What follows belongs to an exercise in optimizing a design on an open flow for small area; a production flow would make more cautious choices. In this exercise RTL edits were held to simulation tests only and were not proved equivalent to the original. No activity file was given, so power comes from the tool's default toggle rates.

==> flow/design.v <==
module Countdown(
 clock,
 reset,
 beep,
 bs0,
 bs1,
 clock_5,
 clock_10,
 clock_f,
 TimeH,
 TimeL
);
 input clock;
 input reset;
 output [6:0] bs0;
 output [6:0] bs1;
 output beep;
 output clock_5;
 output clock_10;
 output clock_f;
 output [3:0] TimeL;
 output [3:0] TimeH;
 reg [4:0] a;
 reg [4:0] b;
 reg [3:0] c;
 wire [1:0] h;
 wire ca = (~a[2] & a[3]);
 wire bw = (b[0] & b[1] & ~b[2] & b[4]);
 wire cb = ca & bw;
 assign h[0] = (~b[3] & ~b[4]) | (~b[1] & ~b[2] & ~b[4]) | (~a[1] & ~a[3] & ~b[0] & ~b[2] & ~b[4]);
 assign h[1] = (~a[2] & a[3] & b[0] & b[1] & b[4]);
 wire [4:0] na;
 assign na[0] = (~a[4]);
 assign na[1] = (a[0]);
 assign na[2] = (a[1]);
 assign na[3] = (a[2]);
 assign na[4] = (a[3]);
 wire [4:0] nb;
 assign nb[0] = (b[0] & ~ca) | (~b[0] & ca);
 assign nb[1] = (b[1] & ~ca) | (b[0] & ~b[1] & ca) | (~b[0] & b[1]);
 assign nb[2] = (b[2] & ~ca) | (b[0] & b[1] & ~b[2] & ~b[4] & ca) | (~b[1] & b[2]) | (~b[0] & b[2]);
 assign nb[3] = (b[3] & ~ca) | (b[0] & b[1] & b[2] & ~b[3] & ca) | (~b[2] & b[3]) | (~b[1] & b[3]) | (~b[0] & b[3]);
 assign nb[4] = (b[0] & b[1] & b[2] & b[3] & ~b[4] & ca) | (~b[1] & b[4]) | (~b[0] & b[4]) | (b[4] & ~ca);
 wire [3:0] nc;
 assign nc[0] = (c[0] & ~cb) | (~c[0] & cb) | (c[1] & c[3]);
 assign nc[1] = (c[1] & ~cb) | (c[0] & ~c[1] & ~c[3] & cb) | (~c[0] & c[1]);
 assign nc[2] = (c[2] & ~cb) | (c[0] & c[1] & ~c[2] & cb) | (~c[1] & c[2]) | (~c[0] & c[2]) | (c[1] & c[3]);
 assign nc[3] = (c[0] & c[1] & c[2] & ~c[3] & cb) | (c[3] & ~cb) | (~c[0] & c[3]);
 always @(posedge clock or negedge reset)
  if (!reset) begin
   a <= 5'd0; b <= 5'd31; c <= 4'd15;
  end else begin
   a <= na; b <= nb; c <= nc;
  end
 assign clock_5 = (~a[0] & a[4]);
 assign clock_10 = (~b[1] & b[4]) | (~b[0] & b[4]) | (b[2] & b[3] & ~b[4]) | (a[2] & b[1] & b[3] & ~b[4]) | (~a[3] & ~b[3] & b[4]) | (b[0] & b[1] & b[3] & ~b[4]) | (a[1] & ~b[3] & b[4]) | (a[0] & ~b[0] & b[1] & b[3]) | (a[3] & ~b[0] & b[1] & b[3]);
 assign clock_f = (~c[2] & ~c[3]) | (c[0] & ~c[2] & h[1]) | (~c[0] & ~c[1] & ~c[3] & h[0]);
 wire tick = (c[0] & ~c[1] & c[3] & h[1]);
 reg [4:0] e;
 always @(posedge clock or negedge reset)
  if (!reset) e <= 5'd23;
  else e <= {((e[1] & e[4]) | (e[4] & ~tick) | (e[2] & e[4]) | (e[0] & e[4])), ((~e[0] & ~e[1] & ~e[2] & e[4] & tick) | (e[3] & ~tick) | (e[0] & e[3])), ((e[2] & ~tick) | (~e[0] & e[3] & tick) | (e[1] & e[2]) | (e[0] & e[2])), ((e[1] & ~tick) | (~e[0] & ~e[1] & e[2] & tick) | (e[0] & e[1]) | (~e[0] & e[3] & tick)), ((e[0] & ~tick) | (~e[0] & e[1] & tick) | (~e[0] & e[2] & tick) | (~e[0] & e[3] & tick) | (~e[0] & e[4] & tick))};
 assign TimeH = {3'b000, (e[1] & e[4]) | (e[2] & e[4])};
 assign TimeL = {((~e[1] & ~e[2] & e[4])), ((e[1] & e[2]) | (e[3])), ((~e[1] & e[2]) | (e[3])), ((e[0] & e[1]) | (e[0] & e[2]) | (e[0] & e[3]) | (e[0] & e[4]))};
 assign beep = (~e[1] & ~e[2] & ~e[3] & ~e[4]) | (~e[0] & ~e[2] & ~e[3] & ~e[4]);
 wire d1 = (e[4]);
 assign bs1 = {1'b1, d1, d1, d1, 2'b00, d1};
 assign bs0 = {((~e[1] & ~e[2] & ~e[3]) | (e[0] & e[1] & e[2] & ~e[4])), ((e[0] & ~e[2] & ~e[3]) | (e[1] & ~e[2]) | (e[0] & e[1] & ~e[4])), ((e[0]) | (~e[1] & e[2]) | (e[2] & e[4])), ((e[0] & ~e[1] & ~e[2] & ~e[3]) | (~e[0] & ~e[1] & e[2]) | (e[0] & e[1] & e[2] & ~e[4])), ((~e[0] & e[1] & ~e[2])), ((e[0] & ~e[1] & e[2]) | (~e[0] & e[1] & e[2]) | (e[0] & e[2] & e[4])), ((~e[0] & ~e[1] & e[2]) | (e[0] & ~e[1] & ~e[2] & ~e[3]))};
endmodule
==> flow/flow/run.sh <==
#!/bin/bash
# The standard layout (standard.sh), with the smallest buffer cell
# (buf_1) used for the buffer that ORFS puts on every input and output port.
export BUFFER_PORTS_ARGS="-buffer_cell sky130_fd_sc_hd__buf_1"
bash standard.sh > standard.log 2>&1
==> flow/standard.sh <==
#!/bin/bash
# synth_recipe.tcl (not shown) runs the flow's synth.tcl, then flattens the netlist and writes it again
# the make line also repeats each setting of config.mk as NAME=value (left out here)
make -C /OpenROAD-flow-scripts/flow DESIGN_CONFIG=/design/flow/config.mk WORK_HOME=/design/flow/orfs CLKGATE_MAP_FILE= SYNTH_SCRIPT=/design/flow/synth_recipe.tcl "${@:-finish}"
==> flow/config.mk <==
export PLATFORM = sky130hd
export DESIGN_NAME = Countdown
export DESIGN_NICKNAME = Countdown
export VERILOG_FILES = /design/flow/design.v
export SDC_FILE = /design/flow/constraint.sdc
export NUM_CORES = 4
export LEC_CHECK = 0
export ABC_AREA = 1
export CAP_MARGIN = 20
export CORE_AREA = 5 5 85 85
export CTS_BUF_LIST = sky130_fd_sc_hd__clkbuf_4
export DIE_AREA = 0 0 90 90
export SLEW_MARGIN = 20
==> flow/constraint.sdc <==
create_clock -name core_clock -period 12.0 [get_ports {clock}]
set_input_delay 2.4000 -clock core_clock [delete_from_list [all_inputs] [get_ports {clock}]]
set_output_delay 2.4000 -clock core_clock [all_outputs]
set_load 0.01 [all_outputs]
==> flow_summary.toml, run 1 <==
[cells_and_area]
seqCellArea_um2 = 492
n_fill_cell = 704
final_common_cell = "nand2_1"
final_layout_size_suffix_gt1_share_pct = 20.2
antenna_cells = 0
final_cell_mix = "28 x nand2_1, 21 x inv_1, 21 x buf_1, 15 x nand3_1, 14 x nor2_1"
nets = 172
fin_util_pct = 20.6
syn2layout_area_growth_pct = 12.9
multi_input_area_um2 = 495

[route]
drc = 0
vias = 924
drt_iter0_markers = 28
routedWlPerCell_um = 9.52
via_per_inst = 3.77
ant_nets = 0
wl_um = 2330
dr.pass1.iters = 4

[synth]
ys.warnings.count = 1
synth_cells = 149
netlist_area_um2 = 1150
synth_seq_area_share_pct = 42.9
synth.distinct_cells = 27
postSynthAreaPerCell_um2 = 7.69
synth-seq-cells = 19

[placement]
io_buffers = 21
dp_hpwl_um = 1780
gp_congestion = 0.824

[cts]
cts_tree = "built"
path_clk_slew_ns = 0.11
ctsResizeCount = 0
clock_latency_ns = 0.29
clockBufferDepth = 2
h-tree-depth = 1
cts_root_buffer = "clkbuf_4"
ctsHoldBuffers = 0
cts_setup_buffers = 0
cts_sinks = 19
cts_buffers = 3

[floorplanning]
start_util_pct = 18.3
fp.coreArea_um2 = 6280
rows = 29
pin_count = 28
chipWidth_um = 90
dieArea_um2 = 8100
die_height_um = 90

[global_route]
antenna_found_initial = 0
grt_overflow = 0
grt_max_degree = 20
grtUsageTotal_pct = 5.73
grt_pass1_wl_um = 3950
grt_pass1_vias = 863

[power]
ir_drop_v = 0.0000460
power_density_nw_per_um2 = 79.2
p_leak_nw = 0.581

[sta]
fin_tns_setup_ns = 0
rsz0062_at_grt = "false"
setup_violations = 0
maxSlewViolCount = 0
fmax_ghz = 0.250
finalHoldViolations = 0
fin_crit_ns = 4.00
min_period_over_period_pct = 33.4
finClkSkew_ns = 0.00121

[critical_path]
cp_max_fo = 4
cp_data_required_time_ns = 9.60
end_kind = "primary output"
critPathLaunch = "a[2]"
rr_startpoint = "a[2]"
crit_path_start_kind = "register"
crit_arrival_ns = 1.60
critical_path_class = "register to primary output"

[hold_path]
hold_start = "a[2]"
hold_class = "register to register"

[run_status]
outcome = "no timing/DRC/antenna violations"

[run]
timing.max_cap.violations = 0
==> path summary, 6_finish.rpt <==
check                      slack [ns]      end  cells after the start
setup / recovery                 8.00  clock_f                      9
hold / removal                   0.39     a[3]                      0
setup reg to reg                10.59     e[3]                      9
hold reg to reg                  0.39     a[3]                      0
max in group asynchronous        9.69     b[1]                      2
min in group asynchronous        2.04     a[2]                      2
==> cell usage after synthesis (all sizes together) <==
| cell type | instances | area, um2 |
|---|---|---|
| o21ai | 9 | 52.6 |
| ha | 1 | 12.5 |
| nand4 | 2 | 12.5 |
| a31oi | 2 | 12.5 |
| conb | 2 | 7.51 |
| nor3 | 5 | 30.0 |
| nand2 | 31 | 124 |
| dfstp | 13 | 342 |
| nor3b | 1 | 12.5 |
| nor2 | 18 | 87.6 |
| buf | 11 | 80.1 |
| a21oi | 4 | 20.0 |
| nand3 | 16 | 85.1 |
| o211ai | 1 | 7.51 |
| o31ai | 1 | 7.51 |
| dfrtp | 6 | 150 |
| inv | 25 | 93.8 |
| xor2 | 1 | 8.76 |
==> layout make-up <==
type / instances / area share, %
sequential: 19 / 38.0
clock buffer: 4 / 2.32
inverter: 25 / 7.25
tap: 77 / 7.45
timing repair buffer: 22 / 6.67
multi-input combinational: 98 / 38.3
==> registers in the layout, summed over array words and instances, names as in the netlist <==
signal and count:
b 5, e 5, c 4, a 5
==> power breakdown <==
part / internal [mW] / switching [mW]
sequential: 0.0643 / 0
combinational: 0.000292 / 0.00214
clock: 0.0152 / 0.0206
==> kinds of logic after synthesis <==
group / Yosys count / synth area share, %
buffers and inverters: 36 / 15.2
adders and majority gates: 1 / 1.09
AOI/OAI and AO/OA: 17 / 8.73
other: 2 / 0.655
DFF: 19 / 42.9
and+or+nand+nor: 73 / 30.7
xor gates and xnor gates: 1 / 0.764
==> critical path, stage by stage, from the launching register on <==
cell and delay (ns):
dfrtp_1 0.39, inv_1 0.08, nand2_2 0.09, inv_1 0.07, ha_1 0.15, nand3_2 0.11
nor3_1 0.15, nor2_1 0.06, nand2_1 0.06, buf_1 0.15
==> per-stage QoR <==
step | cell area (um2) | hold slack, ns | setup slack (ns) | power [mW] | cells
floorplan | 1160 | 0.354 | 8.52 | 0.0676 | 153
global placement | 1260 | 0.357 | 8.34 | 0.0678 | 241
detailed placement | 1260 | 0.367 | 8.31 | 0.0678 | 241
CTS | 1290 | 0.396 | 7.94 | 0.106 | 245
global route | 1290 | 0.420 | 7.76 | 0.110 | 245
finish | 1290 | 0.389 | 8.00 | 0.102 | 245
==> layer usage <==
layer  vias up  share of wire, %  track usage (%)
met5         -                 0                0
li1        496                 -                -
met4         0              0.51             1.12
met1       405                51             7.72
met2        21                42             8.60
met3         2               6.3             2.42
==> inputs of run 2 (changes only) <==
==> flow/flow/run.sh (replaced) <==
#!/bin/bash
# The standard layout (standard.sh) with two changes:
#  - the buffer that ORFS puts on every input and output port is buf_1;
#  - after the floorplan, OpenROAD's restructure re-maps the combinational
#    logic between the registers for area (registers are left as they are).
# Each tool's output goes to a log file of its own in this folder.
set -e
export BUFFER_PORTS_ARGS="-buffer_cell sky130_fd_sc_hd__buf_1"
bash standard.sh floorplan > standard_floorplan.log 2>&1
openroad -no_init -exit flow/restructure.tcl > restructure.log 2>&1
bash standard.sh > standard_finish.log 2>&1
==> flow/flow/restructure.tcl (new file) <==
# Re-map the combinational logic of the floorplanned design for area.
set base orfs/results/sky130hd/Countdown/base
set plat $::env(FLOW_HOME)/platforms/sky130hd
set lib $plat/lib/sky130_fd_sc_hd__tt_025C_1v80.lib
read_lef $plat/lef/sky130_fd_sc_hd.tlef
read_lef $plat/lef/sky130_fd_sc_hd_merged.lef
read_liberty $lib
read_db $base/2_floorplan.odb
read_sdc $base/2_floorplan.sdc
source $plat/setRC.tcl
set_dont_use [list sky130_fd_sc_hd__probe_p_8 sky130_fd_sc_hd__probec_p_8 sky130_fd_sc_hd__lpflow_*]
report_design_area
file mkdir restructure_work
restructure -liberty_file $lib -target area \
  -tiehi_port {sky130_fd_sc_hd__conb_1 HI} -tielo_port {sky130_fd_sc_hd__conb_1 LO} \
  -work_dir restructure_work
report_design_area
write_db $base/2_floorplan.odb
--- a/flow/config.mk
+++ b/flow/config.mk
@@ -11,2 +11,4 @@
 export CTS_BUF_LIST = sky130_fd_sc_hd__clkbuf_4
+export CTS_CLUSTER_DIAMETER = 200
+export CTS_CLUSTER_SIZE = 30
 export DIE_AREA = 0 0 90 90
==> flow_summary.toml, run 2 <==
[run_status]
outcome = "no timing/DRC/antenna violations"

[global_route]
grtUsageTotal_pct = 5.10
grt_overflow = 0
antenna_found_initial = 0
grt_pass1_vias = 739
grt_pass1_wl_um = 3510
grt_max_degree = 20

[placement]
dp_hpwl_um = 1660
io_buffers = 21
placed_cell_area_um2 = 1110
gp_congestion = 0.803
dp_cells = 205
place_ws_ns = 8.09

[synth]
async_reset_ff_share_pct = 100
synth_edf_count = 0
netlist_area_um2 = 1150
synth.distinct_cells = 27
synth_top_area_share_pct = 29.8
ys.flop_type = "dfstp_2"
synth_seq_area_share_pct = 42.9
synth-seq-cells = 19
yosysTopAreaCell = "dfstp_2"
synth_cells = 149
synthTopCellsByArea = "dfstp_2 30%, dfrtp_1 13%, nand2_1 9.2%, inv_1 6.9%, buf_4 6.6%"
postSynthAreaPerCell_um2 = 7.69
ys.warnings.count = 1
synthTopCellsByCount = "28 x nand2_1, 21 x inv_1, 15 x nand3_1, 14 x nor2_1, 13 x dfstp_2"
post-synth-top-count-cell = "nand2_1"

[hold_path]
hold_class = "register to register"

[power]
power_density_nw_per_um2 = 87.9
p_leak_nw = 0.414
ir_drop_v = 0.0000417

[cells_and_area]
final_common_cell = "buf_1"
fin_area_um2 = 1140
antenna_cells = 0
final_layout_size_suffix_gt1_share_pct = 13.6
syn2layout_area_growth_pct = -0.109
final_cell_mix = "20 x buf_1, 18 x clkinv_1, 17 x nor2_1, 13 x dfstp_2, 7 x nor3_1"
nets = 135
top_regs = "a x5, b x5, e x5"
final_cells = 209

[run]
timing.max_cap.violations = 0

[floorplanning]
die_height_um = 90
rows = 29
fp.coreArea_um2 = 6280
dieArea_um2 = 8100
start_util_pct = 18.3
pin_count = 28
chipWidth_um = 90

[sta]
setup_slack_ns = 7.76
maxSlewViolCount = 0
hold_slack_ns = 0.404
finalHoldViolations = 0
fin_tns_setup_ns = 0
setup_violations = 0
fin_crit_ns = 4.24
finClkSkew_ns = 0.00888
fmax_ghz = 0.236
min_period_over_period_pct = 35.3
rsz0062_at_grt = "false"

[cts]
ctsResizeCount = 0
cts_tree = "built"
clock_latency_ns = 0.29
cts_sinks = 19
cts_root_buffer = "clkbuf_4"
cts_buffers = 3
clockBufferDepth = 2
cts_setup_buffers = 0
path_clk_slew_ns = 0.11
ctsHoldBuffers = 0
h-tree-depth = 1

[critical_path]
critical_path_class = "register to primary output"
end_kind = "primary output"
path_delay_family = "flip-flops"
cp_cell_sequence = "clkinv_1 -> nor3_1 -> a31oi_1 -> o21ai_0 -> buf_1"
critPathMaxStageDelay_ns = 0.54
path_buf_inv = 2
crit_arrival_ns = 1.84
cp_slowest_cell = "dfstp_2"
crit_path_start_kind = "register"
cp_data_required_time_ns = 9.60
cp_max_fo = 5

[route]
routedWlPerCell_um = 10.3
vias = 811
dr.pass1.iters = 5
via_per_inst = 3.88
ant_nets = 0
drt_iter0_markers = 30
wl_um = 2150
drc = 0
run 2: cell count changes in the layout (fill, tap and decap cells not counted), moves of 3 or more:
cell	change
o21ai_1	-4
nand3_1	-12
inv_1	-21
o21a_1	+6
clkinv_1	+18
o22ai_1	+4
inv_2	-4
nand2_2	-3
nor3_1	+3
nand2_1	-25
nor2_1	+3
run 2: per-layer routing:
layer | share of wire [%] | global-route usage [%]
met1 | 53 | 7.55
met2 | 39 | 6.65
met3 | 8.1 | 2.59
met5 | 0 | 0
met4 | 0 | 0.744
run 2: path summary, 6_finish.rpt:
| kind | depth (start not counted) | slack, ns | startpoint | end |
|---|---|---|---|---|
| worst min register to register | 0 | 0.40 | a[2] | a[3] |
| worst min-delay path | 0 | 0.40 | a[2] | a[3] |
| min in group asynchronous | 1 | 2.04 | reset | a[1] |
| max in group asynchronous | 1 | 9.61 | reset | b[0] |
| worst max-delay path | 5 | 7.76 | b[0] | clock_f |
| worst max register to register | 8 | 9.61 | b[0] | c[3] |
run 2: stage by stage:
stage	utilization, %	power [mW]
floorplan	-	0.0676
global placement	17.7	0.0674
detailed placement	17.7	0.0675
CTS	18.2	0.104
global route	18.2	0.108
finish	18.2	0.101
run 2: power by group:
part | switching [mW] | internal [mW]
Combinational | 0.00205 | 0.000113
Clock | 0.0190 | 0.0152
Sequential | 0 | 0.0643
Total | 0.0211 | 0.0795
run 2: final cells by class:
cell class	count	area [um2]
Fill cell	705	5130
Sequential cell	19	492
Multi-Input combinational cell	70	379
Tap cell	77	96.3
Timing Repair Buffer	21	80.1
Inverter	18	67.6
Clock buffer	4	30.0
run 2: kinds of logic (layout without fill, tap and decap cells):
family                     after synthesis  in the layout  share of synthesized area, %
adders and majority gates                1              0                          1.09
other                                    2              6                         0.655
buffers and inverters                   36             43                          15.2
and+or+nand+nor                         73             34                          30.7
DFF                                     19             19                          42.9
xor gates and xnor gates                 1              0                         0.764
AOI/OAI and AO/OA                       17             30                          8.73
==> inputs of run 3 (changes only) <==
--- a/flow/config.mk
+++ b/flow/config.mk
@@ -10,3 +10,3 @@
 export CORE_AREA = 5 5 85 85
-export CTS_BUF_LIST = sky130_fd_sc_hd__clkbuf_4
+export CTS_BUF_LIST = sky130_fd_sc_hd__clkbuf_8
 export CTS_CLUSTER_DIAMETER = 200
==> flow_summary.toml, run 3 <==
[run_status]
outcome = "no timing/DRC/antenna violations"

[global_route]
antenna_found_initial = 0
grt_max_degree = 20
grt_pass1_vias = 736
grt_overflow = 0
grtUsageMet2_pct = 6.65
grtUsageTotal_pct = 5.10
grt_pass1_wl_um = 3500
busiest_layer = "met1"
use_met1_pct = 7.55
met3_usage_pct = 2.59

[route]
drt_iter0_markers = 29
dr.pass1.iters = 5
ant_nets = 0
wl_um = 2150
via_per_inst = 3.89
vias = 812
drc = 0
routedWlPerCell_um = 10.3

[sta]
finClkSkew_ns = 0.00422
fmax_ghz = 0.239
setup_violations = 0
finalHoldViolations = 0
maxSlewViolCount = 0
fin_tns_setup_ns = 0
setup_slack_ns = 7.82
fin_crit_ns = 4.18
rsz0062_at_grt = "false"
min_period_over_period_pct = 34.8

[critical_path]
critical_path_class = "register to primary output"
crit_arrival_ns = 1.78
cp_max_fo = 5
cp_data_required_time_ns = 9.60
crit_path_start_kind = "register"
path_delay_family = "flip-flops"
path_buf_inv = 2
critPathMaxStageDelay_ns = 0.53
end_kind = "primary output"
cp_cell_sequence = "clkinv_1 -> nor3_1 -> a31oi_1 -> o21ai_0 -> buf_1"
cp_slowest_cell = "dfstp_2"

[floorplanning]
start_util_pct = 18.3
chipWidth_um = 90
die_height_um = 90
rows = 29
dieArea_um2 = 8100
pin_count = 28
fp.coreArea_um2 = 6280

[power]
clock_power_share_pct = 39.2
p_leak_nw = 0.423
p_comb_share_pct = 2.0
internal-power_mw = 0.0871
ir_drop_v = 0.0000521
p_switching_mw = 0.0222
seq_power_share_pct = 58.8
p_sw_share_pct = 20.3
power_density_nw_per_um2 = 94.2

[placement]
place_ws_ns = 8.09
io_buffers = 21
dp_hpwl_um = 1660
gp_congestion = 0.803
placed_cell_area_um2 = 1110

[cells_and_area]
nets = 135
final_common_cell = "buf_1"
fin_area_um2 = 1160
final_layout_size_suffix_gt1_share_pct = 12.9
final_cell_mix = "20 x buf_1, 18 x clkinv_1, 17 x nor2_1, 13 x dfstp_2, 7 x nor3_1"
top_regs = "a x5, b x5, e x5"
syn2layout_area_growth_pct = 1.20
antenna_cells = 0
fin_util_pct = 18.5

[hold_path]
hold_class = "register to register"

[cts]
cts_tree = "built"
ctsHoldBuffers = 0
clockBufferDepth = 2
path_clk_slew_ns = 0.07
ctsResizeCount = 0
cts_buffers = 3
cts_root_buffer = "clkbuf_8"
cts_setup_buffers = 0
h-tree-depth = 1
cts_sinks = 19
clock_latency_ns = 0.25

[synth]
synth_top_area_share_pct = 29.8
postSynthAreaPerCell_um2 = 7.69
ys.warnings.count = 1
synth.distinct_cells = 27
synth_edf_count = 0
synthTopCellsByArea = "dfstp_2 30%, dfrtp_1 13%, nand2_1 9.2%, inv_1 6.9%, buf_4 6.6%"
netlist_area_um2 = 1150
synth_cells = 149
synth_seq_area_share_pct = 42.9
yosysTopAreaCell = "dfstp_2"
synthTopCellsByCount = "28 x nand2_1, 21 x inv_1, 15 x nand3_1, 14 x nor2_1, 13 x dfstp_2"
post-synth-top-count-cell = "nand2_1"
async_reset_ff_share_pct = 100
ys.flop_type = "dfstp_2"
synth-seq-cells = 19

[run]
timing.max_cap.violations = 0
[run 3: cell count changes in the layout (fill, tap and decap cells not counted)]
cell      previous run  this run
clkbuf_4             4         0
inv_1                0         1
clkbuf_8             0         3
[run 3: path summary, 6_finish.rpt]
kind	end	cells after the start	startpoint	slack (ns)
max in group asynchronous	b[0]	1	reset	9.56
worst min register to register	a[3]	0	a[2]	0.40
min in group asynchronous	a[3]	1	reset	2.10
worst max register to register	c[3]	8	b[0]	9.63
worst max-delay path	clock_f	5	b[0]	7.82
worst min-delay path	a[3]	0	a[2]	0.40
[run 3: through the flow]
stage / total power, mW / instances / hold WS (ns)
after floorplan: 0.0676 / 153 / 0.354
after global placement: 0.0674 / 205 / 0.374
after detailed placement: 0.0675 / 205 / 0.387
after CTS: 0.112 / 209 / 0.401
after global routing: 0.116 / 209 / 0.406
final: 0.109 / 209 / 0.402
[run 3: area by class of cell]
type                       count  area (um2)
fill                         707        5120
sequential                    19         492
multi-input combinational     70         379
tap                           77        96.3
timing repair buffer          21        80.1
inverter                      18        67.6
clock buffer                   3        41.3
clock inverter                 1        3.75
[run 3: kinds of logic after synthesis]
| logic type | after synthesis | synth area share, % |
|---|---|---|
| AO/OA/AOI/OAI | 17 | 8.73 |
| XOR/XNOR | 1 | 0.764 |
| adder cells (fa/ha/maj) | 1 | 1.09 |
| buffers and inverters | 36 | 15.2 |
| flip-flops | 19 | 42.9 |
| other | 2 | 0.655 |
| AND/OR/NAND/NOR | 73 | 30.7 |
[run 3: worst reg2reg max path, delay by kind of cell, from the launching register on]
kind | cells | cell delay, ns
AOI/OAI and AO/OA | 1 | 0.18
buffers and inverters | 3 | 0.52
DFF | 1 | 0.53
and+or+nand+nor | 4 | 1.07
[run 3: power groups by stage]
stage | registers [mW] | clock network, mW | logic [mW]
3_5_place_dp | 0.0653 | 0 | 0.00220
6_report | 0.0643 | 0.0428 | 0.00219
2_1_floorplan | 0.0653 | 0 | 0.00226
3_3_place_gp | 0.0653 | 0 | 0.00215
5_1_grt | 0.0642 | 0.0495 | 0.00262
4_1_cts | 0.0642 | 0.0459 | 0.00219
[run 3: metal layers]
| metal | vias up | share of wire (%) |
|---|---|---|
| li1 | 420 | - |
| met1 | 365 | 53 |
| met2 | 27 | 39 |
| met3 | 0 | 8.3 |
| met4 | 0 | 0 |
| met5 | - | 0 |
==> inputs of run 4 (changes only) <==
--- a/flow/config.mk
+++ b/flow/config.mk
@@ -10,5 +10,3 @@
 export CORE_AREA = 5 5 85 85
-export CTS_BUF_LIST = sky130_fd_sc_hd__clkbuf_8
-export CTS_CLUSTER_DIAMETER = 200
-export CTS_CLUSTER_SIZE = 30
+export CTS_BUF_LIST = sky130_fd_sc_hd__clkbuf_4
 export DIE_AREA = 0 0 90 90
==> flow_summary.toml, run 4 <==
[global_route]
grt_pass1_wl_um = 3510
grtUsageTotal_pct = 5.10
antenna_found_initial = 0
grt_max_degree = 20
grt_pass1_vias = 739
grt_overflow = 0

[route]
routedWlPerCell_um = 10.3
via_per_inst = 3.88
wl_um = 2150
drc = 0
vias = 811
ant_nets = 0
dr.pass1.iters = 5
drt_iter0_markers = 30

[power]
ir_drop_v = 0.0000417
p_leak_nw = 0.414
power_density_nw_per_um2 = 87.9

[floorplanning]
fp.coreArea_um2 = 6280
start_util_pct = 18.3
pin_count = 28
dieArea_um2 = 8100
rows = 29
chipWidth_um = 90
die_height_um = 90

[sta]
fmax_ghz = 0.236
setup_violations = 0
fin_tns_setup_ns = 0
finalHoldViolations = 0
fin_crit_ns = 4.24
rsz0062_at_grt = "false"
maxSlewViolCount = 0
min_period_over_period_pct = 35.3
finClkSkew_ns = 0.00888
setup_slack_ns = 7.76

[synth]
synth_edf_count = 0
async_reset_ff_share_pct = 100
synth_cells = 149
synth_seq_area_share_pct = 42.9
post-synth-top-count-cell = "nand2_1"
synth_top_area_share_pct = 29.8
ys.flop_type = "dfstp_2"
yosysTopAreaCell = "dfstp_2"
netlist_area_um2 = 1150
postSynthAreaPerCell_um2 = 7.69
synth-seq-cells = 19
synthTopCellsByCount = "28 x nand2_1, 21 x inv_1, 15 x nand3_1, 14 x nor2_1, 13 x dfstp_2"
ys.warnings.count = 1
synth.distinct_cells = 27
synthTopCellsByArea = "dfstp_2 30%, dfrtp_1 13%, nand2_1 9.2%, inv_1 6.9%, buf_4 6.6%"

[placement]
place_ws_ns = 8.09
dp_hpwl_um = 1660
gp_congestion = 0.803
io_buffers = 21

[critical_path]
cp_cell_sequence = "clkinv_1 -> nor3_1 -> a31oi_1 -> o21ai_0 -> buf_1"
cp_slowest_cell = "dfstp_2"
cp_max_fo = 5
crit_arrival_ns = 1.84
critical_path_class = "register to primary output"
crit_path_start_kind = "register"
end_kind = "primary output"
cp_data_required_time_ns = 9.60
critPathMaxStageDelay_ns = 0.54

[cells_and_area]
nets = 135
antenna_cells = 0
top_regs = "a x5, b x5, e x5"
final_layout_size_suffix_gt1_share_pct = 13.6
syn2layout_area_growth_pct = -0.109
final_cell_mix = "20 x buf_1, 18 x clkinv_1, 17 x nor2_1, 13 x dfstp_2, 7 x nor3_1"
final_common_cell = "buf_1"

[cts]
path_clk_slew_ns = 0.11
clockBufferDepth = 2
h-tree-depth = 1
cts_tree = "built"
cts_buffers = 3
ctsHoldBuffers = 0
cts_setup_buffers = 0
cts_root_buffer = "clkbuf_4"
cts_sinks = 19
clock_latency_ns = 0.29
ctsResizeCount = 0

[run]
timing.max_cap.violations = 0

[hold_path]
hold_class = "register to register"

[run_status]
outcome = "no timing/DRC/antenna violations"
-- run 4: path summary, 6_finish.rpt --
path	startpoint	endpoint	slack, ns	cells past startpoint
max	b[0]	clock_f	7.76	5
min	a[2]	a[3]	0.40	0
max reg2reg	b[0]	c[3]	9.61	8
min reg2reg	a[2]	a[3]	0.40	0
max in group asynchronous	reset	b[0]	9.61	1
min in group asynchronous	reset	a[1]	2.04	1
-- run 4: cells by family after synthesis --
family	synth area share [%]
AO/OA/AOI/OAI	8.73
XOR/XNOR	0.764
other	0.655
adder cells (fa/ha/maj)	1.09
flip-flops	42.9
buffers and inverters	15.2
AND/OR/NAND/NOR	30.7
-- run 4: where the power goes --
part,switching (mW),internal [mW]
Sequential,0,0.0643
Combinational,0.00205,0.000113
Clock,0.0190,0.0152
-- run 4: per-layer routing --
metal	track usage, %	vias to the layer above	part of all wire [%]
li1	-	419	-
met1	7.55	365	53
met2	6.65	27	39
met3	2.59	0	8.1
met4	0.744	0	0
met5	0	-	0
-- run 4: cell type report --
type | count | area (um2)
fillers | 705 | 5130
flip-flops and latches | 19 | 492
multi-input cells | 70 | 379
well taps | 77 | 96.3
repair buffers | 21 | 80.1
inverters | 18 | 67.6
clock buffers | 4 | 30.0
-- run 4: worst max-delay path, delay by kind of cell (launching register included) --
kind	cells	cell delay, ns
flops	1	0.54
compound gates	2	0.30
buf+inv	2	0.30
simple gates	1	0.41
-- run 4: through the flow --
step	util (%)	power, mW	instance area (um2)	std cells	hold slack [ns]
2_1_floorplan	-	0.0676	1160	153	0.354
3_3_place_gp	17.7	0.0674	1110	205	0.374
3_5_place_dp	17.7	0.0675	1110	205	0.387
4_1_cts	18.2	0.104	1140	209	0.409
5_1_grt	18.2	0.108	1140	209	0.411
6_report	18.2	0.101	1140	209	0.404
==> inputs of run 5 (changes only) <==
==> flow/design.v (replaced) <==
module Countdown(
 clock,
 reset,
 beep,
 bs0,
 bs1,
 clock_5,
 clock_10,
 clock_f,
 TimeH,
 TimeL
);
 input clock;
 input reset;
 output [6:0] bs0;
 output [6:0] bs1;
 output beep;
 output clock_5;
 output clock_10;
 output clock_f;
 output [3:0] TimeL;
 output [3:0] TimeH;
 reg [4:0] a;
 reg [4:0] b;
 reg [3:0] c;
 wire [1:0] h;
 wire ca = (~a[0] & ~a[4]);
 wire bw = (b[0] & b[1] & ~b[2] & b[4]);
 wire cb = ca & bw;
 assign h[0] = (~b[3] & ~b[4]) | (~b[1] & ~b[2] & ~b[4]) | (a[0] & ~a[3] & ~b[0] & ~b[2] & ~b[4]);
 assign h[1] = (~a[0] & ~a[4] & b[0] & b[1] & b[4]);
 wire [4:0] na;
 assign na[0] = (~a[4]);
 assign na[1] = (a[0]);
 assign na[2] = (a[1]);
 assign na[3] = (a[2]);
 assign na[4] = (a[3]);
 wire [4:0] nb;
 assign nb[0] = (b[0] & ~ca) | (~b[0] & ca);
 assign nb[1] = (b[1] & ~ca) | (b[0] & ~b[1] & ca) | (~b[0] & b[1]);
 assign nb[2] = (b[2] & ~ca) | (b[0] & b[1] & ~b[2] & ~b[4] & ca) | (~b[1] & b[2]) | (~b[0] & b[2]);
 assign nb[3] = (b[3] & ~ca) | (b[0] & b[1] & b[2] & ~b[3] & ca) | (~b[2] & b[3]) | (~b[1] & b[3]) | (~b[0] & b[3]);
 assign nb[4] = (b[0] & b[1] & b[2] & b[3] & ~b[4] & ca) | (~b[1] & b[4]) | (~b[0] & b[4]) | (b[4] & ~ca);
 wire [3:0] nc;
 assign nc[0] = (c[0] & ~cb) | (~c[0] & cb);
 assign nc[1] = (c[1] & ~cb) | (~c[0] & ~c[1] & cb) | (c[0] & c[1]) | (c[1] & c[3]);
 assign nc[2] = (c[2] & ~cb) | (~c[0] & ~c[1] & ~c[2] & cb) | (c[0] & c[2]) | (c[1] & c[2]);
 assign nc[3] = (~c[0] & ~c[1] & ~c[2] & cb) | (c[3] & ~cb) | (c[0] & c[3]);
 always @(posedge clock or negedge reset)
  if (!reset) begin
   a <= 5'd3; b <= 5'd31; c <= 4'd12;
  end else begin
   a <= na; b <= nb; c <= nc;
  end
 assign clock_5 = (~a[1] & ~a[2]);
 assign clock_10 = (~b[1] & b[4]) | (~b[0] & b[4]) | (b[2] & b[3] & ~b[4]) | (~a[0] & b[1] & b[3] & ~b[4]) | (a[2] & b[1] & b[3] & ~b[4]) | (a[2] & ~b[3] & b[4]) | (a[0] & ~b[3] & b[4]) | (b[0] & b[1] & b[3] & ~b[4]) | (a[3] & ~b[3] & b[4]);
 assign clock_f = (c[2] & ~c[3] & h[0]) | (~c[0] & c[1] & c[2]) | (c[0] & c[2] & h[1]) | (c[0] & c[2] & ~c[3]);
 wire tick = (c[0] & c[3] & h[1]);
 reg [4:0] e;
 always @(posedge clock or negedge reset)
  if (!reset) e <= 5'd15;
  else e <= {((e[4]) | (~e[0] & ~e[1] & ~e[2] & tick)), ((e[1]) | (e[2]) | (e[3] & ~tick) | (e[0] & e[3]) | (~e[0] & e[4] & tick)), ((e[2] & ~tick) | (e[1] & e[2]) | (e[0] & e[2]) | (~e[0] & ~e[3] & tick)), ((e[0] & e[1]) | (e[1] & ~tick) | (~e[0] & ~e[1] & e[2] & tick) | (~e[0] & ~e[3] & tick)), ((e[0] & ~tick) | (~e[0] & ~e[4] & tick) | (~e[0] & ~e[3] & tick) | (~e[0] & e[1] & tick) | (~e[0] & e[2] & tick))};
 assign TimeH = {3'b000, (e[1] & ~e[4]) | (e[2] & ~e[4])};
 assign TimeL = {((~e[1] & ~e[2] & ~e[4])), ((~e[3]) | (e[1] & e[2])), ((~e[3]) | (~e[1] & e[2])), ((e[0] & ~e[4]) | (e[0] & ~e[3]) | (e[0] & e[1]) | (e[0] & e[2]))};
 assign beep = (~e[1] & ~e[2] & e[3] & e[4]) | (~e[0] & ~e[2] & e[3] & e[4]);
 wire d1 = (~e[4]);
 assign bs1 = {1'b1, d1, d1, d1, 2'b00, d1};
 assign bs0 = {((~e[1] & ~e[2] & e[3]) | (e[0] & e[1] & e[2] & e[4])), ((e[1] & ~e[2]) | (e[0] & ~e[2] & e[3]) | (e[0] & e[1] & e[4])), ((e[0]) | (e[2] & ~e[4]) | (~e[1] & e[2])), ((~e[0] & ~e[1] & e[2]) | (e[0] & ~e[1] & ~e[2] & e[3]) | (e[0] & e[1] & e[2] & e[4])), ((~e[0] & e[1] & ~e[2])), ((e[0] & ~e[1] & e[2]) | (~e[0] & e[1] & e[2]) | (e[0] & e[2] & ~e[4])), ((~e[0] & ~e[1] & e[2]) | (e[0] & ~e[1] & ~e[2] & e[3]))};
endmodule
--- a/flow/flow/run.sh
+++ b/flow/flow/run.sh
@@ -1,3 +1,3 @@
 #!/bin/bash
-# The standard layout (standard.sh) with two changes:
+# The standard layout (standard.sh) with three changes:
 #  - the buffer that ORFS puts on every input and output port is buf_1;
@@ -5,2 +5,3 @@
 #    logic between the registers for area (registers are left as they are).
+#  - clock tree synthesis inserts no dummy load buffers.
 # Each tool's output goes to a log file of its own in this folder.
@@ -8,2 +9,3 @@
 export BUFFER_PORTS_ARGS="-buffer_cell sky130_fd_sc_hd__buf_1"
+export CTS_ARGS="-sink_clustering_enable -repair_clock_nets -buf_list sky130_fd_sc_hd__clkbuf_4 -dont_use_dummy_load"
 bash standard.sh floorplan > standard_floorplan.log 2>&1
==> flow_summary.toml, run 5 <==
[critical_path]
cp_max_fo = 5
crit_arrival_ns = 1.85
critPathMaxStageDelay_ns = 0.57
cp_slowest_cell = "dfstp_2"
crit_path_start_kind = "register"
cp_data_required_time_ns = 9.60
cp_cell_sequence = "nand2_1 -> nor2_1 -> nand2_1 -> o22ai_1 -> o21a_1 -> buf_1"
critical_path_class = "register to primary output"
end_kind = "primary output"
r2r_cells = 8
cp_common_cell = "nand2_1"

[synth]
postSynthAreaPerCell_um2 = 7.79
yosysTopAreaCell = "dfstp_2"
synth.distinct_cells = 26
synthAdderAreaFrac_pct = 1.11
synth-seq-cells = 19
synthTopCellsByArea = "dfstp_2 30%, dfrtp_1 13%, nand2_1 8.3%, nand3_1 7.5%, buf_4 7.3%"
synth_cells = 145
synth_compound_area_share_pct = 7.75
synth-xor-area-share_pct = 0.775
synthTopCellsByCount = "25 x nand2_1, 19 x inv_1, 17 x nand3_1, 14 x nor2_1, 13 x dfstp_2"
synth_seq_area_share_pct = 43.5
synth_top_area_share_pct = 30.2
async_reset_ff_share_pct = 100
synth_edf_count = 0
ys.warnings.count = 1
ys.flop_type = "dfstp_2"
netlist_area_um2 = 1130
yosys.area_share.simple_pct = 31.1
synthMuxAreaShare_pct = 0
synth_top_family_by_area = "simple AND/OR/NAND/NOR gates"
post-synth-top-count-cell = "nand2_1"

[route]
ant_nets = 0
drt_iter0_markers = 37
wl_met2_um = 848
routedWlPerCell_um = 10.0
via_per_inst = 3.82
met1_length_um = 1040
drc = 0
routed-wl-met3_um = 126
top_layer_used = "met3"
dr.pass1.iters = 4
wl_um = 2020
vias = 767

[sta]
fmax_ghz = 0.235
fin_tns_setup_ns = 0
fin_crit_ns = 4.25
rsz0062_at_grt = "false"
setup_slack_ns = 7.75
finClkSkew_ns = 0.0147
hold_slack_ns = 0.401
min_period_over_period_pct = 35.4
setup_violations = 0
maxSlewViolCount = 0
finalHoldViolations = 0

[cts]
cts_buffers = 3
cts_root_buffer = "clkbuf_4"
h-tree-depth = 1
cts_sinks = 19
ctsHoldBuffers = 0
cts_tree = "built"
cts_setup_buffers = 0
path_clk_slew_ns = 0.11
ctsResizeCount = 0
clock_latency_ns = 0.30
clockBufferDepth = 2

[cells_and_area]
final_layout_size_suffix_gt1_share_pct = 13.7
antenna_cells = 0
n_fill_cell = 702
final_cell_mix = "20 x buf_1, 16 x clkinv_1, 14 x o21ai_0, 13 x dfstp_2, 11 x nor2_1"
final_cells = 201
nets = 128
top_regs = "a x5, b x5, e x5"
syn2layout_area_growth_pct = -2.55
final_common_cell = "buf_1"

[global_route]
antenna_found_initial = 0
grt_overflow = 0
grt_pass1_vias = 715
grtUsageTotal_pct = 4.90
grt_pass1_wl_um = 3330
grt_max_degree = 20

[placement]
gp_congestion = 0.784
dp_hpwl_um = 1560
dp_cells = 198
place_ws_ns = 8.10
io_buffers = 21

[floorplanning]
dieArea_um2 = 8100
rows = 29
start_util_pct = 18.0
fp.coreArea_um2 = 6280
die_height_um = 90
pin_count = 28
chipWidth_um = 90

[power]
p_leak_nw = 0.374
p_total_mw = 0.0971
ir_drop_v = 0.0000292
power_density_nw_per_um2 = 88.2

[run]
timing.max_cap.violations = 0

[hold_path]
hold_class = "register to register"
hold_depth = 0

[run_status]
outcome = "no timing/DRC/antenna violations"
run 5: power breakdown:
| part | switching (mW) | total (mW) | internal, mW |
|---|---|---|---|
| Clock | 0.0190 | 0.0307 | 0.0117 |
| Combinational | 0.00204 | 0.00216 | 0.000113 |
| Sequential | 0 | 0.0643 | 0.0643 |
| Total | 0.0211 | 0.0971 | 0.0760 |
run 5: logic make-up after synthesis:
| kind of cell | count (synthesis) |
|---|---|
| simple gates | 72 |
| buf+inv | 34 |
| flops | 19 |
| compound gates | 16 |
| other cells | 2 |
| xor+xnor | 1 |
| fa+ha+maj | 1 |
run 5: through the flow:
stage | utilization (%) | area (um2)
floorplan | - | 1140
global placement | 17.2 | 1080
detailed placement | 17.2 | 1080
CTS | 17.5 | 1100
global route | 17.5 | 1100
finish | 17.5 | 1100
run 5: area by class of cell:
| cell class | instances | area, um2 | share of cell area (%) |
|---|---|---|---|
| Sequential cell | 19 | 492 | 44.7 |
| Multi-Input combinational cell | 65 | 350 | 31.8 |
| Tap cell | 77 | 96.3 | 8.75 |
| Timing Repair Buffer | 21 | 80.1 | 7.27 |
| Inverter | 16 | 60.1 | 5.45 |
| Clock buffer | 3 | 22.5 | 2.05 |
run 5: layer usage:
metal,track usage [%],vias to the layer above
met3,2.59,0
met1,6.59,360
met2,7.26,18
met5,0,-
li1,-,389
met4,0.372,0
run 5: worst paths after layout:
kind | start | endpoint | slack [ns]
worst max-delay path | b[0] | clock_f | 7.75
worst min-delay path | a[0] | a[1] | 0.40
worst max register to register | b[0] | e[0] | 10.15
worst min register to register | a[0] | a[1] | 0.40
max in group asynchronous | reset | c[2] | 9.60
min in group asynchronous | reset | a[2] | 2.03
run 5: critical path, delay by kind of cell, from the launching register on:
kind	cells	cell delay, ns
AO/OA/AOI/OAI	2	0.32
AND/OR/NAND/NOR	3	0.50
flip-flops	1	0.57
buffers and inverters	1	0.16
==> inputs of run 6 (changes only) <==
--- a/flow/flow/run.sh
+++ b/flow/flow/run.sh
@@ -1,6 +1,7 @@
 #!/bin/bash
-# The standard layout (standard.sh) with three changes:
+# The standard layout (standard.sh) with these changes:
 #  - the buffer that ORFS puts on every input and output port is buf_1;
 #  - after the floorplan, OpenROAD's restructure re-maps the combinational
-#    logic between the registers for area (registers are left as they are).
+#    logic between the registers for area (registers are left as they are);
+#  - after placement, the constant outputs share one tie cell;
 #  - clock tree synthesis inserts no dummy load buffers.
@@ -12,2 +13,4 @@
 openroad -no_init -exit flow/restructure.tcl > restructure.log 2>&1
+bash standard.sh place > standard_place.log 2>&1
+openroad -no_init -exit flow/merge_ties.tcl > merge_ties.log 2>&1
 bash standard.sh > standard_finish.log 2>&1
==> flow/flow/merge_ties.tcl (new file) <==
# After placement: drive all constant outputs from one tie cell (conb_1 has
# both a HI and a LO output) instead of one tie cell per output.
set base orfs/results/sky130hd/Countdown/base
set plat $::env(FLOW_HOME)/platforms/sky130hd
read_lef $plat/lef/sky130_fd_sc_hd.tlef
read_lef $plat/lef/sky130_fd_sc_hd_merged.lef
read_liberty $plat/lib/sky130_fd_sc_hd__tt_025C_1v80.lib
read_db $base/3_place.odb
set block [ord::get_db_block]
set ties {}
foreach inst [$block getInsts] {
  if {[[$inst getMaster] getName] eq "sky130_fd_sc_hd__conb_1"} { lappend ties $inst }
}
puts "tie cells before merge: [llength $ties]"
if {[llength $ties] > 1} {
  set main [lindex $ties 0]
  foreach pin {HI LO} {
    set mterm [$main findITerm $pin]
    set mnet [$mterm getNet]
    foreach t [lrange $ties 1 end] {
      set it [$t findITerm $pin]
      set net [$it getNet]
      if {$net eq "NULL"} { continue }
      $it disconnect
      if {$mnet eq "NULL"} { $mterm connect $net; set mnet $net; continue }
      foreach iterm [$net getITerms] { $iterm disconnect; $iterm connect $mnet }
      foreach bterm [$net getBTerms] { $bterm disconnect; $bterm connect $mnet }
      odb::dbNet_destroy $net
    }
  }
  foreach t [lrange $ties 1 end] { odb::dbInst_destroy $t }
}
set n 0
foreach inst [$block getInsts] {
  if {[[$inst getMaster] getName] eq "sky130_fd_sc_hd__conb_1"} { incr n }
}
puts "tie cells after merge: $n"
write_db $base/3_place.odb
==> flow_summary.toml, run 6 <==
[synth]
synth-seq-cells = 19
yosysTopAreaCell = "dfstp_2"
synth_cells = 145
netlist_area_um2 = 1130
post-synth-top-count-cell = "nand2_1"
async_reset_ff_share_pct = 100
ys.flop_type = "dfstp_2"
synthTopCellsByCount = "25 x nand2_1, 19 x inv_1, 17 x nand3_1, 14 x nor2_1, 13 x dfstp_2"
synth.distinct_cells = 26
synth_top_area_share_pct = 30.2
synthTopCellsByArea = "dfstp_2 30%, dfrtp_1 13%, nand2_1 8.3%, nand3_1 7.5%, buf_4 7.3%"
synth_seq_area_share_pct = 43.5
synth_edf_count = 0
postSynthAreaPerCell_um2 = 7.79
ys.warnings.count = 1

[sta]
rsz0062_at_grt = "false"
min_period_over_period_pct = 35.4
setup_slack_ns = 7.75
finalHoldViolations = 0
fmax_ghz = 0.235
maxSlewViolCount = 0
fin_tns_setup_ns = 0
fin_crit_ns = 4.25
finClkSkew_ns = 0.0153
setup_violations = 0

[cells_and_area]
n_fill_cell = 704
syn2layout_area_growth_pct = -4.21
antenna_cells = 0
final_cell_mix = "20 x buf_1, 16 x clkinv_1, 14 x o21ai_0, 13 x dfstp_2, 11 x nor2_1"
nets = 124
seqCellArea_um2 = 492
final_common_cell = "buf_1"
top_regs = "a x5, b x5, e x5"
final_layout_size_suffix_gt1_share_pct = 14.3
multi_input_area_um2 = 332

[route]
drt_iter0_markers = 25
routedWlPerCell_um = 11.1
dr.pass1.iters = 4
vias = 767
via_per_inst = 3.91
drc = 0
wl_um = 2170
ant_nets = 0

[global_route]
grt_overflow = 0
antenna_found_initial = 0
grt_max_degree = 20
grt_pass1_vias = 724
grtUsageTotal_pct = 5.33
grt_pass1_wl_um = 3530

[cts]
cts_tree = "built"
cts_sinks = 19
clockBufferDepth = 2
cts_setup_buffers = 0
cts_buffers = 3
clock_latency_ns = 0.30
ctsResizeCount = 0
ctsHoldBuffers = 0
h-tree-depth = 1
path_clk_slew_ns = 0.11
cts_root_buffer = "clkbuf_4"

[critical_path]
rr_startpoint = "b[0]"
crit_arrival_ns = 1.85
cp_data_required_time_ns = 9.60
r2r_slack_ns = 10.15
r2r_cells = 8
r2r-end = "e[0]"
crit_path_start_kind = "register"
end_kind = "primary output"
cp_max_fo = 5
critical_path_class = "register to primary output"

[hold_path]
hold_start = "a[0]"
hold_depth = 0
hold_class = "register to register"
whs_endpoint = "a[1]"

[run]
timing.max_cap.violations = 0

[floorplanning]
die_height_um = 90
rows = 29
fp.coreArea_um2 = 6280
chipWidth_um = 90
pin_count = 28
start_util_pct = 18.0
dieArea_um2 = 8100

[placement]
place_ws_ns = 8.10
dp_hpwl_um = 1560
gp_congestion = 0.784
io_buffers = 21

[run_status]
outcome = "no timing/DRC/antenna violations"

[power]
p_total_mw = 0.0972
p_leak_nw = 0.358
ir_drop_v = 0.0000303
power_density_nw_per_um2 = 89.8
-- run 6: area by class of cell --
type	count	share of cell area, %
Sequential cell	19	45.4
Inverter	16	5.55
Multi-Input combinational cell	60	30.6
Tap cell	77	8.90
Timing Repair Buffer	21	7.40
Clock buffer	3	2.08
-- run 6: how the worst max path moves through the flow --
stage / start / end / slack [ns] / cells after the start
floorplan: a[0] / clock_f / 8.49 / 6
global placement: e[1] / bs0[3] / 8.14 / 7
detailed placement: b[0] / clock_f / 8.10 / 6
CTS: b[0] / clock_f / 7.75 / 6
global route: e[1] / bs0[3] / 7.60 / 7
finish: b[0] / clock_f / 7.75 / 6
-- run 6: routing by layer --
metal	GRT usage (%)	share of wire, %
met1	6.64	48
met2	7.99	43
met3	3.59	8.9
met4	0.372	0
met5	0	0
-- run 6: kinds of logic (layout without fill, tap and decap cells) --
group / Yosys count / in the layout / synth area share (%)
xor gates and xnor gates: 1 / 1 / 0.775
buffers and inverters: 34 / 40 / 15.1
DFF: 19 / 19 / 43.5
and+or+nand+nor: 72 / 23 / 31.1
other: 2 / 1 / 0.665
adders and majority gates: 1 / 0 / 1.11
AOI/OAI and AO/OA: 16 / 35 / 7.75
-- run 6: metrics by stage --
| stage | instances | instance area [um2] | hold slack [ns] | util (%) |
|---|---|---|---|---|
| 3_5_place_dp | 198 | 1080 | 0.385 | 17.2 |
| 2_1_floorplan | 149 | 1140 | 0.354 | - |
| 6_report | 196 | 1080 | 0.401 | 17.2 |
| 3_3_place_gp | 198 | 1080 | 0.378 | 17.2 |
| 4_1_cts | 196 | 1080 | 0.402 | 17.2 |
| 5_1_grt | 196 | 1080 | 0.409 | 17.2 |
-- run 6: report_power, final --
| part | total (mW) | internal (mW) | leakage [nW] | switching, mW |
|---|---|---|---|---|
| clock | 0.0305 | 0.0117 | 0.0138 | 0.0189 |
| sequential | 0.0643 | 0.0643 | 0.214 | 0 |
| combinational | 0.00239 | 0.000113 | 0.131 | 0.00228 |
| total | 0.0972 | 0.0760 | 0.358 | 0.0212 |
-- run 6: critical path, cell delays in order (launching register included) --
cell     delay, ns
dfstp_2       0.57
nand2_1       0.09
nor2_1        0.25
nand2_1       0.16
o22ai_1       0.18
o21a_1        0.14
buf_1         0.16
==> inputs of run 7 (changes only) <==
--- a/flow/design.v
+++ b/flow/design.v
@@ -27,6 +27,6 @@
  wire ca = (~a[0] & ~a[4]);
- wire bw = (b[0] & b[1] & ~b[2] & b[4]);
+ wire bw = (~b[0] & ~b[1] & b[2] & b[4]);
  wire cb = ca & bw;
- assign h[0] = (~b[3] & ~b[4]) | (~b[1] & ~b[2] & ~b[4]) | (a[0] & ~a[3] & ~b[0] & ~b[2] & ~b[4]);
- assign h[1] = (~a[0] & ~a[4] & b[0] & b[1] & b[4]);
+ assign h[0] = (b[3] & ~b[4]) | (b[1] & b[2] & ~b[4]) | (a[0] & ~a[3] & b[0] & b[2] & ~b[4]);
+ assign h[1] = (~a[0] & ~a[4] & ~b[0] & ~b[1] & b[4]);
  wire [4:0] na;
@@ -39,6 +39,6 @@
  assign nb[0] = (b[0] & ~ca) | (~b[0] & ca);
- assign nb[1] = (b[1] & ~ca) | (b[0] & ~b[1] & ca) | (~b[0] & b[1]);
- assign nb[2] = (b[2] & ~ca) | (b[0] & b[1] & ~b[2] & ~b[4] & ca) | (~b[1] & b[2]) | (~b[0] & b[2]);
- assign nb[3] = (b[3] & ~ca) | (b[0] & b[1] & b[2] & ~b[3] & ca) | (~b[2] & b[3]) | (~b[1] & b[3]) | (~b[0] & b[3]);
- assign nb[4] = (b[0] & b[1] & b[2] & b[3] & ~b[4] & ca) | (~b[1] & b[4]) | (~b[0] & b[4]) | (b[4] & ~ca);
+ assign nb[1] = (b[1] & ~ca) | (~b[0] & ~b[1] & ca) | (b[0] & b[1]);
+ assign nb[2] = (b[2] & ~ca) | (~b[0] & ~b[1] & ~b[2] & ca) | (b[0] & b[2]) | (b[1] & b[2]) | (b[4] & ca);
+ assign nb[3] = (b[3] & ~ca) | (~b[0] & ~b[1] & ~b[2] & ~b[3] & ca) | (b[0] & b[3]) | (b[1] & b[3]) | (b[2] & b[3]) | (b[4]);
+ assign nb[4] = (~b[0] & ~b[1] & ~b[2] & ~b[3] & ca) | (b[4] & ~ca) | (b[0] & b[4]) | (b[1] & b[4]);
  wire [3:0] nc;
@@ -50,3 +50,3 @@
   if (!reset) begin
-   a <= 5'd3; b <= 5'd31; c <= 4'd12;
+   a <= 5'd3; b <= 5'd24; c <= 4'd12;
   end else begin
@@ -55,3 +55,3 @@
  assign clock_5 = (~a[1] & ~a[2]);
- assign clock_10 = (~b[1] & b[4]) | (~b[0] & b[4]) | (b[2] & b[3] & ~b[4]) | (~a[0] & b[1] & b[3] & ~b[4]) | (a[2] & b[1] & b[3] & ~b[4]) | (a[2] & ~b[3] & b[4]) | (a[0] & ~b[3] & b[4]) | (b[0] & b[1] & b[3] & ~b[4]) | (a[3] & ~b[3] & b[4]);
+ assign clock_10 = (~b[2] & ~b[3]) | (~b[0] & ~b[1] & ~b[3]) | (a[3] & b[2] & b[4]) | (~a[0] & ~b[1] & ~b[3]) | (b[0] & b[4]) | (a[2] & ~b[1] & ~b[3]) | (b[1] & b[4]) | (a[0] & b[2] & b[4]);
  assign clock_f = (c[2] & ~c[3] & h[0]) | (~c[0] & c[1] & c[2]) | (c[0] & c[2] & h[1]) | (c[0] & c[2] & ~c[3]);
==> flow_summary.toml, run 7 <==
[run_status]
outcome = "no timing/DRC/antenna violations"

[global_route]
grt_max_degree = 20
grt_pass1_vias = 695
grtUsageTotal_pct = 5.33
grt_overflow = 0
antenna_found_initial = 0
grt_pass1_wl_um = 3530

[synth]
synth.distinct_cells = 25
yosysTopAreaCell = "dfstp_2"
ys.flop_type = "dfstp_2"
synth_edf_count = 0
netlist_area_um2 = 1130
synth_top_area_share_pct = 23.2
synthTopCellsByCount = "28 x nand2_1, 16 x inv_1, 13 x nor2_1"
synth_seq_area_share_pct = 43.0
async_reset_ff_share_pct = 100
ys.warnings.count = 1
postSynthAreaPerCell_um2 = 7.98
post-synth-top-count-cell = "nand2_1"
synth-seq-cells = 19
synthTopCellsByArea = "dfstp_2 23%, dfrtp_1 20%, nand2_1 9.3%, buf_4 6.6%, inv_1 5.3%"
synth_cells = 142

[power]
p_total_mw = 0.0966
p_leak_nw = 0.357
power_density_nw_per_um2 = 90.0
ir_drop_v = 0.0000317

[hold_path]
hold_class = "register to register"
hold_depth = 0

[sta]
fin_crit_ns = 4.38
finClkSkew_ns = 0.0335
hold_slack_ns = 0.396
finalHoldViolations = 0
maxSlewViolCount = 0
rsz0062_at_grt = "false"
fmax_ghz = 0.228
min_period_over_period_pct = 36.5
fin_tns_setup_ns = 0
setup_violations = 0

[critical_path]
crit_path_start_kind = "register"
critPathMaxStageDelay_ns = 0.42
path_delay_family = "simple AND/OR/NAND/NOR gates"
r2r_cells = 7
path_depth = 6
cp_max_fo = 5
path_buf_inv = 1
cp_cell_sequence = "or3_1 -> nor2_1 -> nand2_1 -> a31o_1 -> o41ai_1 -> buf_1"
cp_data_required_time_ns = 9.60
crit_arrival_ns = 1.98
end_kind = "primary output"
cp_slowest_cell = "or3_1"
critical_path_class = "register to primary output"

[cells_and_area]
final_cell_mix = "20 x buf_1, 14 x clkinv_1, 13 x o21ai_0, 11 x nor2_1, 10 x dfstp_2"
syn2layout_area_growth_pct = -5.30
n_fill_cell = 699
top_regs = "a x5, b x5, e x5"
final_layout_size_suffix_gt1_share_pct = 11.9
antenna_cells = 0
nets = 123
final_common_cell = "buf_1"
fin_util_pct = 17.1

[placement]
dp_hpwl_um = 1570
io_buffers = 21
gp_congestion = 0.770

[route]
drt_iter0_markers = 69
dr.pass1.iters = 4
via_per_inst = 3.89
routedWlPerCell_um = 11.5
ant_nets = 0
wl_um = 2250
vias = 758
drc = 0

[cts]
ctsResizeCount = 0
cts_root_buffer = "clkbuf_4"
cts_sinks = 19
cts_tree = "built"
clockBufferDepth = 2
clock_latency_ns = 0.30
path_clk_slew_ns = 0.12
cts_buffers = 3
cts_setup_buffers = 0
h-tree-depth = 1
ctsHoldBuffers = 0

[floorplanning]
start_util_pct = 18.1
fp.coreArea_um2 = 6280
rows = 29
chipWidth_um = 90
pin_count = 28
dieArea_um2 = 8100
die_height_um = 90

[run]
timing.max_cap.violations = 0
[run 7: cells by family (layout without fill, tap and decap cells)]
family          count (synthesis)  after routing  synth area share, %
simple gates                   70             26                 31.0
compound gates                 17             34                 9.16
other cells                     2              1                0.662
buf+inv                        33             38                 15.0
flops                          19             19                 43.0
fa+ha+maj                       1              0                 1.10
[run 7: path summary, 6_finish.rpt]
kind                        from      end  slack (ns)
setup reg to reg            a[0]     c[2]        9.83
hold / removal              a[0]     a[1]        0.40
hold reg to reg             a[0]     a[1]        0.40
setup / recovery            a[0]  clock_f        7.62
min in group asynchronous  reset     a[2]        2.03
max in group asynchronous  reset     e[0]        9.57
[run 7: power breakdown]
| part | internal (mW) | leakage [nW] | switching [mW] |
|---|---|---|---|
| Combinational | 0.000113 | 0.144 | 0.00238 |
| Sequential | 0.0642 | 0.199 | 0 |
| Clock | 0.0116 | 0.0138 | 0.0183 |
| Total | 0.0759 | 0.357 | 0.0207 |
[run 7: layer usage]
layer / global-route usage (%) / routed length, um / vias up
li1: - / - / 381
met1: 6.12 / 1000 / 365
met2: 9.33 / 1130 / 10
met3: 1.84 / 103 / 2
met4: 1.49 / 16 / 0
met5: 0 / 0 / -
[run 7: final cells by class]
cell class	instances	area, um2	share of cell area (%)
multi-input cells	61	334	31.1
flip-flops and latches	19	488	45.5
clock buffers	3	22.5	2.10
well taps	77	96.3	8.97
inverters	14	52.6	4.90
repair buffers	21	80.1	7.46
[run 7: through the flow]
| step | std cells | area [um2] | setup slack, ns |
|---|---|---|---|
| 2_1_floorplan | 146 | 1150 | 8.52 |
| 6_report | 195 | 1070 | 7.62 |
| 5_1_grt | 195 | 1070 | 7.50 |
| 3_3_place_gp | 197 | 1070 | 8.00 |
| 4_1_cts | 195 | 1070 | 7.60 |
| 3_5_place_dp | 197 | 1070 | 7.97 |
==> inputs of run 8 (changes only) <==
--- a/flow/config.mk
+++ b/flow/config.mk
@@ -9,5 +9,6 @@
 export CAP_MARGIN = 20
-export CORE_AREA = 5 5 85 85
+export CORE_AREA = 5 5 75 75
 export CTS_BUF_LIST = sky130_fd_sc_hd__clkbuf_4
-export DIE_AREA = 0 0 90 90
+export DIE_AREA = 0 0 80 80
+export PLACE_DENSITY = 0.85
 export SLEW_MARGIN = 20
==> flow_summary.toml, run 8 <==
[synth]
synthTopCellsByCount = "28 x nand2_1, 16 x inv_1, 13 x nor2_1"
synth_top_area_share_pct = 23.2
synth-seq-cells = 19
async_reset_ff_share_pct = 100
synthMuxAreaShare_pct = 0
postSynthAreaPerCell_um2 = 7.98
synth_compound_area_share_pct = 9.16
synthTopCellsByArea = "dfstp_2 23%, dfrtp_1 20%, nand2_1 9.3%, buf_4 6.6%, inv_1 5.3%"
ys.flop_type = "dfstp_2"
synth_seq_area_share_pct = 43.0
synth-xor-area-share_pct = 0
yosys.area_share.simple_pct = 31.0
synth_top_family_by_area = "simple AND/OR/NAND/NOR gates"
synth_edf_count = 0
post-synth-top-count-cell = "nand2_1"
yosysTopAreaCell = "dfstp_2"
netlist_area_um2 = 1130
ys.warnings.count = 1
synth.distinct_cells = 25
synthAdderAreaFrac_pct = 1.10
synth_cells = 142

[cells_and_area]
fin_util_pct = 22.3
final_layout_size_suffix_gt1_share_pct = 11.9
antenna_cells = 0
fin_area_um2 = 1060
final_common_cell = "buf_1"
syn2layout_area_growth_pct = -6.40
final_cell_mix = "20 x buf_1, 14 x clkinv_1, 13 x o21ai_0, 11 x nor2_1, 10 x dfstp_2"
n_fill_cell = 562
nets = 123
top_regs = "a x5, b x5, e x5"

[critical_path]
path_delay_family = "simple AND/OR/NAND/NOR gates"
cp_slowest_cell = "or3_1"
cp_max_fo = 5
path_buf_inv = 1
end_kind = "primary output"
crit_path_start_kind = "register"
cp_data_required_time_ns = 9.60
critical_path_class = "register to primary output"
crit_arrival_ns = 1.97
critPathMaxStageDelay_ns = 0.41
cp_cell_sequence = "or3_1 -> nor2_1 -> nand2_1 -> a31o_1 -> o41ai_1 -> buf_1"
r2r_slack_ns = 9.82

[floorplanning]
rows = 25
fp.coreArea_um2 = 4750
dieArea_um2 = 6400
pin_count = 28
chipWidth_um = 80
die_height_um = 80
start_util_pct = 23.8

[power]
ir_drop_v = 0.0000455
p_total_mw = 0.0952
p_leak_nw = 0.357
p_comb_share_pct = 2.5
seq_power_share_pct = 67.4
internal-power_mw = 0.0759
p_sw_share_pct = 20.2
clock_power_share_pct = 30.1
power_density_nw_per_um2 = 89.7
p_switching_mw = 0.0192

[sta]
finClkSkew_ns = 0.0176
setup_violations = 0
fin_crit_ns = 4.37
fmax_ghz = 0.229
maxSlewViolCount = 0
finalHoldViolations = 0
min_period_over_period_pct = 36.4
fin_tns_setup_ns = 0
rsz0062_at_grt = "false"

[placement]
placed_cell_area_um2 = 1060
io_buffers = 21
dp_hpwl_um = 1570
gp_congestion = 0.756

[route]
dr.pass1.iters = 4
ant_nets = 0
wl_um = 2170
drc = 0
routedWlPerCell_um = 11.7
via_per_inst = 4.18
vias = 774
drt_iter0_markers = 17

[cts]
cts_sinks = 19
path_clk_slew_ns = 0.08
cts_buffers = 3
ctsResizeCount = 0
cts_root_buffer = "clkbuf_4"
clock_latency_ns = 0.29
cts_setup_buffers = 0
cts_tree = "built"
h-tree-depth = 1
clockBufferDepth = 2
ctsHoldBuffers = 0

[run]
timing.max_cap.violations = 0

[run_status]
outcome = "no timing/DRC/antenna violations"

[hold_path]
hold_class = "register to register"

[global_route]
grtUsageTotal_pct = 6.68
antenna_found_initial = 0
grt_max_degree = 20
grt_pass1_vias = 744
grt_overflow = 0
grt_pass1_wl_um = 3390
-- run 8: cell counts after synthesis --
Identical to the previous run, type by type.
-- run 8: cells by family after synthesis --
| family | Yosys count |
|---|---|
| AND/OR/NAND/NOR | 70 |
| buffers and inverters | 33 |
| flip-flops | 19 |
| adder cells (fa/ha/maj) | 1 |
| AO/OA/AOI/OAI | 17 |
| other | 2 |
-- run 8: through the flow --
stage	hold slack [ns]	instances	worst slack (ns)
2_1_floorplan	0.375	146	8.52
3_3_place_gp	0.373	187	8.01
3_5_place_dp	0.383	187	7.98
4_1_cts	0.396	185	7.66
5_1_grt	0.405	185	7.53
6_report	0.396	185	7.63
-- run 8: routing by layer --
| metal | part of all wire [%] | track usage, % |
|---|---|---|
| met1 | 45 | 8.25 |
| met5 | 0 | 0 |
| met3 | 3.3 | 1.13 |
| met2 | 52 | 12.0 |
| met4 | 0 | 1.52 |
-- run 8: final cells by class --
class                   count  area [um2]  share of cell area [%]
inverters                  14        52.6                    4.95
well taps                  67        83.8                    7.90
multi-input cells          61         334                    31.5
repair buffers             21        80.1                    7.55
flip-flops and latches     19         488                    46.0
clock buffers               3        22.5                    2.12
-- run 8: power by group through the flow --
stage | combinational (mW) | sequential [mW] | clock (mW)
final | 0.00236 | 0.0642 | 0.0286
after global routing | 0.00289 | 0.0642 | 0.0341
after CTS | 0.00212 | 0.0642 | 0.0303
after detailed placement | 0.00212 | 0.0653 | 0
after global placement | 0.00208 | 0.0653 | 0
after floorplan | 0.00226 | 0.0653 | 0
-- run 8: worst paths after layout --
kind                       cells after the start       to   from
setup / recovery                               6  clock_f   a[0]
hold / removal                                 0     a[1]   a[0]
setup reg to reg                               7     c[2]   a[0]
hold reg to reg                                0     a[1]   a[0]
max in group asynchronous                      1     a[1]  reset
min in group asynchronous                      1     c[1]  reset

## what the ideal ports hide
How much do the figures lean on ideal ports? The routed layouts below were timed once more, with nothing changed but the port constraints.
Step 1 sets driving cells, clkbuf_16 on the clock port and buf_2 on the other inputs (assumed; they add their load-dependent delay and slew).
Step 2 moves the port delays by t, midway between the first and last clock arrival at a register: inputs arrive t later, outputs are due t later. That takes back most of the time a late clock gives input paths.
Three values: ideal, step 1, step 2; two values: the first two.
| run | t, ns | setup WS [ns] | hold WS [ns] | clock arrival spread, ns | worst register clock-pin slew, ns |
|---|---|---|---|---|---|
| run 1 | 0.314 | 7.995 / 7.974 / 8.287 | 0.389 / 0.389 / 0.389 | 0.001 / 0.001 | 0.11 / 0.11 |
| run 2 | 0.309 | 7.762 / 7.740 / 8.050 | 0.404 / 0.404 / 0.404 | 0.009 / 0.009 | 0.11 / 0.11 |
| run 3 | 0.273 | 7.820 / 7.795 / 8.068 | 0.402 / 0.402 / 0.402 | 0.004 / 0.005 | 0.07 / 0.07 |
| run 4 | 0.309 | 7.762 / 7.740 / 8.050 | 0.404 / 0.404 / 0.404 | 0.009 / 0.009 | 0.11 / 0.11 |
| run 5 | 0.310 | 7.752 / 7.730 / 8.040 | 0.401 / 0.401 / 0.401 | 0.014 / 0.015 | 0.11 / 0.11 |
| run 6 | 0.309 | 7.752 / 7.730 / 8.040 | 0.401 / 0.401 / 0.401 | 0.016 / 0.015 | 0.11 / 0.11 |
| run 7 | 0.304 | 7.618 / 7.596 / 7.900 | 0.396 / 0.396 / 0.396 | 0.034 / 0.034 | 0.12 / 0.12 |
| run 8 | 0.298 | 7.634 / 7.616 / 7.914 | 0.396 / 0.396 / 0.396 | 0.017 / 0.017 | 0.11 / 0.11 |
After both steps every run listed still meets setup and hold.
